Source: an optimization exercise on an open RTL-to-GDS flow (aim: small area). Production flows keep margins and buffers that such runs may drop. The RTL was checked by simulation tests, not by an equivalence proof against the original design. The flow treats the clock pin as an ideal source, which a real chip does not have. Power figures rest on the tool's default switching activity, not on a simulated workload.

== alpha ==
==> module Calculator, before the edit <==
module Calculator(
    input  wire       clk,
    input  wire       load,
    input  wire       step,
    input  wire [3:0] a,
    input  wire [3:0] b,
    input  wire [2:0] op,
    output wire       bin,
    output wire [7:0] v
);
    reg [3:0] x, y, h;
    wire lt = a < b;
    wire is_sub = (op == 3'd5);
    wire       cin   = is_sub & x[0];
    wire [4:0] m_sum = {1'b0, h} + (x[0] ? {1'b0, y} : 5'd0) + {4'b0, cin};
    wire [4:0] d_t   = {h, x[3]};
    wire       d_ge  = d_t >= {1'b0, y};
    wire [4:0] d_r   = d_t - {1'b0, y};
    always @(posedge clk) begin
        if (load) begin
            case (op)
                3'd0: begin x <= a & b;   h <= 4'd0; y <= b; end
                3'd1: begin x <= a | b;   h <= 4'd0; y <= b; end
                3'd2: begin x <= ~a;      h <= 4'd0; y <= b; end
                3'd3: begin x <= a ^ b;   h <= 4'd0; y <= b; end
                3'd4: begin x <= 4'd1;    h <= a;    y <= b; end
                3'd5: begin x <= 4'd1;    h <= lt ? b : a;  y <= ~(lt ? a : b); end
                default: begin x <= a;    h <= 4'd0; y <= b; end
            endcase
        end else if (step & op[2]) begin
            if (op != 3'd7) begin
                h <= {m_sum[4] & ~is_sub, m_sum[3:1]};
                x <= {m_sum[0], x[3:1]};
            end else begin
                h <= d_ge ? d_r[3:0] : d_t[3:0];
                x <= {x[2:0], d_ge};
            end
        end
    end
    assign bin = ~op[2];
    assign v = {(op == 3'd7) ? {4{y == 4'd0}} : h, x};
endmodule
clock: 12.0 ns
lec_check: 0
abc_area: 1
cap_margin: 20
core_margin: 2
core_utilization: 40
slew_margin: 20
standard.sh (not shown) runs the stock make flow with config.mk's settings and CLKGATE_MAP_FILE= SYNTH_SCRIPT=/design/flow/synth_recipe.tcl, a recipe that flattens the netlist after the stock synthesis.
==> flow/flow/run.sh <==
#!/bin/bash
# Standard layout, except that:
#  - the combinational logic of the standard synthesis is re-mapped for area
#    by yosys/abc (flip-flops kept as they are) before floorplanning;
#  - ports are buffered with buf_1, and CTS uses small clock buffers and no
#    dummy loads (settings in flow/cts_args).
set -u
HERE=$(pwd)
F=$HERE/flow
RES=$HERE/orfs/results/$FLOW_PLATFORM/Calculator_top/base
LIB=$FLOW_HOME/platforms/$FLOW_PLATFORM/lib/sky130_fd_sc_hd__tt_025C_1v80.lib
YOSYS=$(command -v yosys || echo /OpenROAD-flow-scripts/tools/install/yosys/bin/yosys)

bash standard.sh synth > std_synth.log 2>&1 || { echo "standard synth failed"; exit 1; }
cp $RES/1_2_yosys.v $HERE/std_1_2_yosys.v

# combinational cell models for the re-mapping
$YOSYS -q -p "read_liberty -ignore_miss_func $LIB; write_verilog -noattr $HERE/cells_all.v" > cells.log 2>&1
python3 $F/combcells.py $HERE/cells_all.v $HERE/combcells.v > combcells.log 2>&1

cat > $HERE/resyn.ys <<EOS
read_liberty -lib $LIB
read_verilog -defer $HERE/std_1_2_yosys.v
hierarchy -top $FLOW_TOP
techmap -map $HERE/combcells.v
techmap
opt -purge
abc -liberty $LIB -dont_use *probe* -dont_use *lpflow* -script $F/area.abc
opt_clean -purge
hilomap -singleton -hicell sky130_fd_sc_hd__conb_1 HI -locell sky130_fd_sc_hd__conb_1 LO
insbuf -buf sky130_fd_sc_hd__buf_4 A X
check -assert -mapped
tee -o $HERE/resyn_stat.txt stat -liberty $LIB
write_verilog -noattr -nohex -nodec $HERE/resyn_1_2_yosys.v
EOS
if $YOSYS -s $HERE/resyn.ys > resyn.log 2>&1 && python3 $F/sameregs.py $HERE/std_1_2_yosys.v $HERE/resyn_1_2_yosys.v > sameregs.log 2>&1; then
  cp $HERE/resyn_1_2_yosys.v $RES/1_2_yosys.v
  rm -f $RES/1_synth.odb $RES/1_synth.sdc
  echo "using the re-mapped netlist"
else
  echo "re-mapping failed; keeping the standard netlist"
fi
bash standard.sh "BUFFER_PORTS_ARGS=-buffer_cell sky130_fd_sc_hd__buf_1" \
  "CTS_ARGS=$(cat $F/cts_args)" finish > std_finish.log 2>&1 || { echo "standard finish failed"; exit 1; }
test -f out/final.def
Other scripts of this flow, unchanged in this note and not shown: flow/flow/area.abc, flow/flow/combcells.py, flow/flow/cts_args, flow/flow/sameregs.py
Input-level comparison between beta and alpha:
diff --git a/flow/design.v b/flow/design.v
--- a/flow/design.v
+++ b/flow/design.v
@@ -41,11 +41,8 @@
     input  wire [2:0] op,
     output wire       bin,
-    output wire [7:0] v
+    output reg  [7:0] v
 );
     reg [3:0] x, y, h;
-    wire lt = a < b;
-    wire is_sub = (op == 3'd5);
-    wire       cin   = is_sub & x[0];
-    wire [4:0] m_sum = {1'b0, h} + (x[0] ? {1'b0, y} : 5'd0) + {4'b0, cin};
+    wire [4:0] m_sum = {1'b0, h} + (x[0] ? {1'b0, y} : 5'd0);
     wire [4:0] d_t   = {h, x[3]};
     wire       d_ge  = d_t >= {1'b0, y};
@@ -53,16 +50,10 @@
     always @(posedge clk) begin
         if (load) begin
-            case (op)
-                3'd0: begin x <= a & b;   h <= 4'd0; y <= b; end
-                3'd1: begin x <= a | b;   h <= 4'd0; y <= b; end
-                3'd2: begin x <= ~a;      h <= 4'd0; y <= b; end
-                3'd3: begin x <= a ^ b;   h <= 4'd0; y <= b; end
-                3'd4: begin x <= 4'd1;    h <= a;    y <= b; end
-                3'd5: begin x <= 4'd1;    h <= lt ? b : a;  y <= ~(lt ? a : b); end
-                default: begin x <= a;    h <= 4'd0; y <= b; end
-            endcase
-        end else if (step & op[2]) begin
-            if (op != 3'd7) begin
-                h <= {m_sum[4] & ~is_sub, m_sum[3:1]};
+            x <= a;
+            y <= b;
+            h <= 4'd0;
+        end else if (step & op[2] & op[1]) begin
+            if (~op[0]) begin
+                h <= m_sum[4:1];
                 x <= {m_sum[0], x[3:1]};
             end else begin
@@ -73,5 +64,16 @@
     end
     assign bin = ~op[2];
-    assign v = {(op == 3'd7) ? {4{y == 4'd0}} : h, x};
+    always @(*) begin
+        case (op)
+            3'd0: v = {4'b0, x & y};
+            3'd1: v = {4'b0, x | y};
+            3'd2: v = {4'b0, ~x};
+            3'd3: v = {4'b0, x ^ y};
+            3'd4: v = {4'b0, x} + {4'b0, y};
+            3'd5: v = (x < y) ? {4'b0, y - x} : {4'b0, x - y};
+            3'd6: v = {h, x};
+            default: v = (y == 4'd0) ? 8'hFF : {4'b0, x};
+        endcase
+    end
 endmodule
 module add3(input wire [3:0] i, output reg [3:0] o);
Setup slack across beta and alpha: no real change.
Going from alpha to beta, total length of routed met2 wires grew by a few percent.
beta vs. alpha: setup slack on the worst flop-to-flop path lower, depth of the worst hold-timing path roughly the same, synthesized cell count higher.
Compared beta vs alpha, and global-route usage is up in beta.
The portion of the clock cycle consumed by the worst path in the final layout of alpha and that of beta are within noise of each other.

Calculator_top, a different RTL version from the one above (not shown whole).
Size: roughly 680 cells after synthesis, roughly 27 I/O pins.
==> flow/design.v (excerpt) <==
module Calculator_top(
    input wire [3:0] a,
    input wire [3:0] b,
    input wire clk,
    input wire rst,
    input wire enter,
    input wire back,
    input wire up,
    input wire down,
    output wire [3:0] an,
    output wire [7:0] seg,
    output reg bin_ind
);
==> module Calculator, before the edit <==
module Calculator(
    input  wire       clk,
    input  wire       load,
    input  wire       step,
    input  wire [3:0] a,
    input  wire [3:0] b,
    input  wire [2:0] op,
    output wire       bin,
    output wire [7:0] v
);
    reg [3:0] x, y, h;
    wire lt = a < b;
    wire is_sub = (op == 3'd5);
    wire       cin   = is_sub & x[0];
    wire [4:0] m_sum = {1'b0, h} + (x[0] ? {1'b0, y} : 5'd0) + {4'b0, cin};
    wire [4:0] d_t   = {h, x[3]};
    wire       d_ge  = d_t >= {1'b0, y};
    wire [4:0] d_r   = d_t - {1'b0, y};
    always @(posedge clk) begin
        if (load) begin
            case (op)
                3'd0: begin x <= a & b;   h <= 4'd0; y <= b; end
                3'd1: begin x <= a | b;   h <= 4'd0; y <= b; end
                3'd2: begin x <= ~a;      h <= 4'd0; y <= b; end
                3'd3: begin x <= a ^ b;   h <= 4'd0; y <= b; end
                3'd4: begin x <= 4'd1;    h <= a;    y <= b; end
                3'd5: begin x <= 4'd1;    h <= a ^ {4{lt}}; y <= b ^ {4{~lt}}; end
                default: begin x <= a;    h <= 4'd0; y <= b; end
            endcase
        end else if (step & op[2]) begin
            if (op != 3'd7) begin
                h <= {m_sum[4] & ~is_sub, m_sum[3:1]};
                x <= {m_sum[0], x[3:1]};
            end else begin
                h <= d_ge ? d_r[3:0] : d_t[3:0];
                x <= {x[2:0], d_ge};
            end
        end
    end
    assign bin = ~op[2];
    assign v = {(op == 3'd7) ? {4{y == 4'd0}} : h, x};
endmodule
clock: 12.0 ns
lec_check: 0
abc_area: 1
cap_margin: 20
core_margin: 2
core_utilization: 40
slew_margin: 20
==> flow/flow/run.sh <==
#!/bin/bash
# Standard layout, except that:
#  - the combinational logic of the standard synthesis is re-mapped for area
#    by yosys/abc (flip-flops kept as they are) before floorplanning; four
#    abc runs (two seeds, two mappers), the smallest is kept, and nor2b_1
#    cells that invert the same net share one inverter (flow/fixinv.py);
#  - ports are buffered with buf_1;
#  - the clock tree is built by flow/mycts.tcl (root buffer and leaf buffers
#    over k-means clusters of flip-flops); if that fails, CTS runs with the
#    options in flow/cts_args.
set -u
HERE=$(pwd)
F=$HERE/flow
RES=$HERE/orfs/results/$FLOW_PLATFORM/Calculator_top/base
LIB=$FLOW_HOME/platforms/$FLOW_PLATFORM/lib/sky130_fd_sc_hd__tt_025C_1v80.lib
YOSYS=$(command -v yosys || echo /OpenROAD-flow-scripts/tools/install/yosys/bin/yosys)

bash standard.sh synth > std_synth.log 2>&1 || { echo "standard synth failed"; exit 1; }
cp $RES/1_2_yosys.v $HERE/std_1_2_yosys.v

# combinational cell models for the re-mapping
$YOSYS -q -p "read_liberty -ignore_miss_func $LIB; write_verilog -noattr $HERE/cells_all.v" > cells.log 2>&1
python3 $F/combcells.py $HERE/cells_all.v $HERE/combcells.v > combcells.log 2>&1

for S in 0 1 2 3; do
  if [ $S -lt 2 ]; then
    echo "strash; &get -n; &deepsyn -T 60 -S $S; &put; strash; dch -f; amap; topo" > $HERE/area$S.abc
  else
    echo "strash; &get -n; &deepsyn -T 60 -S $((S - 2)); &put; strash; &get -n; &dch -f; &nf -a -R 1000; &put" > $HERE/area$S.abc
  fi
  cat > $HERE/resyn$S.ys <<EOS
read_liberty -lib $LIB
read_verilog -defer $HERE/std_1_2_yosys.v
hierarchy -top $FLOW_TOP
techmap -map $HERE/combcells.v
techmap
opt -purge
abc -liberty $LIB -dont_use *probe* -dont_use *lpflow* -script $HERE/area$S.abc
opt_clean -purge
hilomap -singleton -hicell sky130_fd_sc_hd__conb_1 HI -locell sky130_fd_sc_hd__conb_1 LO
insbuf -buf sky130_fd_sc_hd__buf_4 A X
check -assert -mapped
tee -o $HERE/resyn${S}_stat.txt stat -liberty $LIB
write_verilog -noattr -nohex -nodec $HERE/resyn${S}_1_2_yosys.v
EOS
  ( $YOSYS -s $HERE/resyn$S.ys > resyn$S.log 2>&1 && python3 $F/sameregs.py $HERE/std_1_2_yosys.v $HERE/resyn${S}_1_2_yosys.v > sameregs$S.log 2>&1 && touch $HERE/resyn$S.ok ) &
done
wait

BEST=""; BESTA=""
for S in 0 1 2 3; do
  [ -f $HERE/resyn$S.ok ] || continue
  A=$(grep -i "chip area" $HERE/resyn${S}_stat.txt | awk '{print $NF}')
  echo "seed $S: $A"
  if [ -z "$BEST" ] || python3 -c "import sys; sys.exit(0 if $A < $BESTA else 1)"; then BEST=$S; BESTA=$A; fi
done
if [ -n "$BEST" ]; then
  # share the inversions of nor2b_1 cells, if yosys proves the result equivalent
  python3 $F/fixinv.py $HERE/resyn${BEST}_1_2_yosys.v $HERE/fixinv_1_2_yosys.v > fixinv.log 2>&1
  cat > $HERE/fixinv_eq.ys <<EOS
read_verilog $HERE/resyn${BEST}_1_2_yosys.v
rename $FLOW_TOP gold
read_verilog $HERE/fixinv_1_2_yosys.v
rename $FLOW_TOP gate
read_verilog $HERE/cells_all.v
hierarchy -check
flatten
proc
opt_clean
equiv_make gold gate equiv
hierarchy -top equiv
equiv_simple -seq 2
equiv_induct
equiv_status -assert
EOS
  if $YOSYS -s $HERE/fixinv_eq.ys > fixinv_eq.log 2>&1 && python3 $F/sameregs.py $HERE/std_1_2_yosys.v $HERE/fixinv_1_2_yosys.v >> fixinv.log 2>&1; then
    cp $HERE/fixinv_1_2_yosys.v $HERE/resyn${BEST}_1_2_yosys.v
    echo "shared inversions: $(head -1 fixinv.log)"
  fi
  cp $HERE/resyn${BEST}_1_2_yosys.v $RES/1_2_yosys.v
  rm -f $RES/1_synth.odb $RES/1_synth.sdc
  echo "using the re-mapped netlist of seed $BEST ($BESTA)"
else
  echo "re-mapping failed; keeping the standard netlist"
fi
bash standard.sh "BUFFER_PORTS_ARGS=-buffer_cell sky130_fd_sc_hd__buf_1" place > std_place.log 2>&1 || { echo "standard place failed"; exit 1; }
# clock tree built by flow/mycts.tcl; CTS itself only sees the port's net
if ! bash standard.sh "PRE_CTS_TCL=$F/mycts.tcl" "CTS_ARGS=-clk_nets clk -dont_use_dummy_load -buf_list sky130_fd_sc_hd__clkbuf_8" cts > std_cts.log 2>&1; then
  echo "hand-built clock tree failed; using CTS"
  bash standard.sh clean_cts > std_clean_cts.log 2>&1
  bash standard.sh "CTS_ARGS=$(cat $F/cts_args)" cts > std_cts2.log 2>&1 || { echo "standard cts failed"; exit 1; }
fi
bash standard.sh finish > std_finish.log 2>&1 || { echo "standard finish failed"; exit 1; }
test -f out/final.def
Other scripts of this flow, unchanged in this note and not shown: flow/flow/combcells.py, flow/flow/cts_args, flow/flow/fixinv.py, flow/flow/mycts.tcl, flow/flow/sameregs.py
The first run went through all stages and came out clean.
Edit:
--- a/flow/design.v
+++ b/flow/design.v
@@ -55,13 +55,13 @@
             case (op)
                 3'd0: begin x <= a & b;   h <= 4'd0; y <= b; end
                 3'd1: begin x <= a | b;   h <= 4'd0; y <= b; end
                 3'd2: begin x <= ~a;      h <= 4'd0; y <= b; end
                 3'd3: begin x <= a ^ b;   h <= 4'd0; y <= b; end
                 3'd4: begin x <= 4'd1;    h <= a;    y <= b; end
-                3'd5: begin x <= 4'd1;    h <= a ^ {4{lt}}; y <= b ^ {4{~lt}}; end
+                3'd5: begin x <= 4'd1;    h <= lt ? b : a;  y <= ~(lt ? a : b); end
                 default: begin x <= a;    h <= 4'd0; y <= b; end
             endcase
         end else if (step & op[2]) begin
             if (op != 3'd7) begin
                 h <= {m_sum[4] & ~is_sub, m_sum[3:1]};
                 x <= {m_sum[0], x[3:1]};
Effect:
- combinational power is higher by about 2%
- total power rose by 0.49%
- hold slack degrades by 0.0073 ns
- routed wire length rose by 2.3%
- synthesized area rises by 0.71%
- final area rises by 0.87%
- setup slack got worse by 0.39 ns
- clock power hardly moves
- fmax shrinks by 5.6%
- global-route usage rises by 0.40 points
- via count goes down by 0.39%

[afterwards: timing with drivers on the ports]
The results above use ideal ports. As a check the final layouts listed here were re-extracted and re-timed, cells and wires unchanged. Step 1 assumes that a clkbuf_16 drives the clock port and a buf_2 every other input. Step 2 times the ports against the registers' clock, not the clock port: input delays grow and output delays shrink by t, the midpoint of the rising clock arrivals with the driver on. Three values: ideal ports, drivers, drivers and shift; two values: the first two.
run | shift t [ns] | setup WS [ns] | worst slew at a driven data input, ns | pins driven straight from the clock port
alpha | 0.460 | 4.853 / 4.820 / 5.280 | 0.03 | 1
beta | 0.458 | 4.852 / 4.819 / 5.276 | 0.05 | 1
the first run of note 2 | 0.385 | 5.401 / 5.365 / 5.750 | 0.05 | 1
the second run of note 2 | 0.381 | 5.012 / 4.976 / 5.357 | 0.05 | 1
After both steps setup and hold are still met in every run listed.
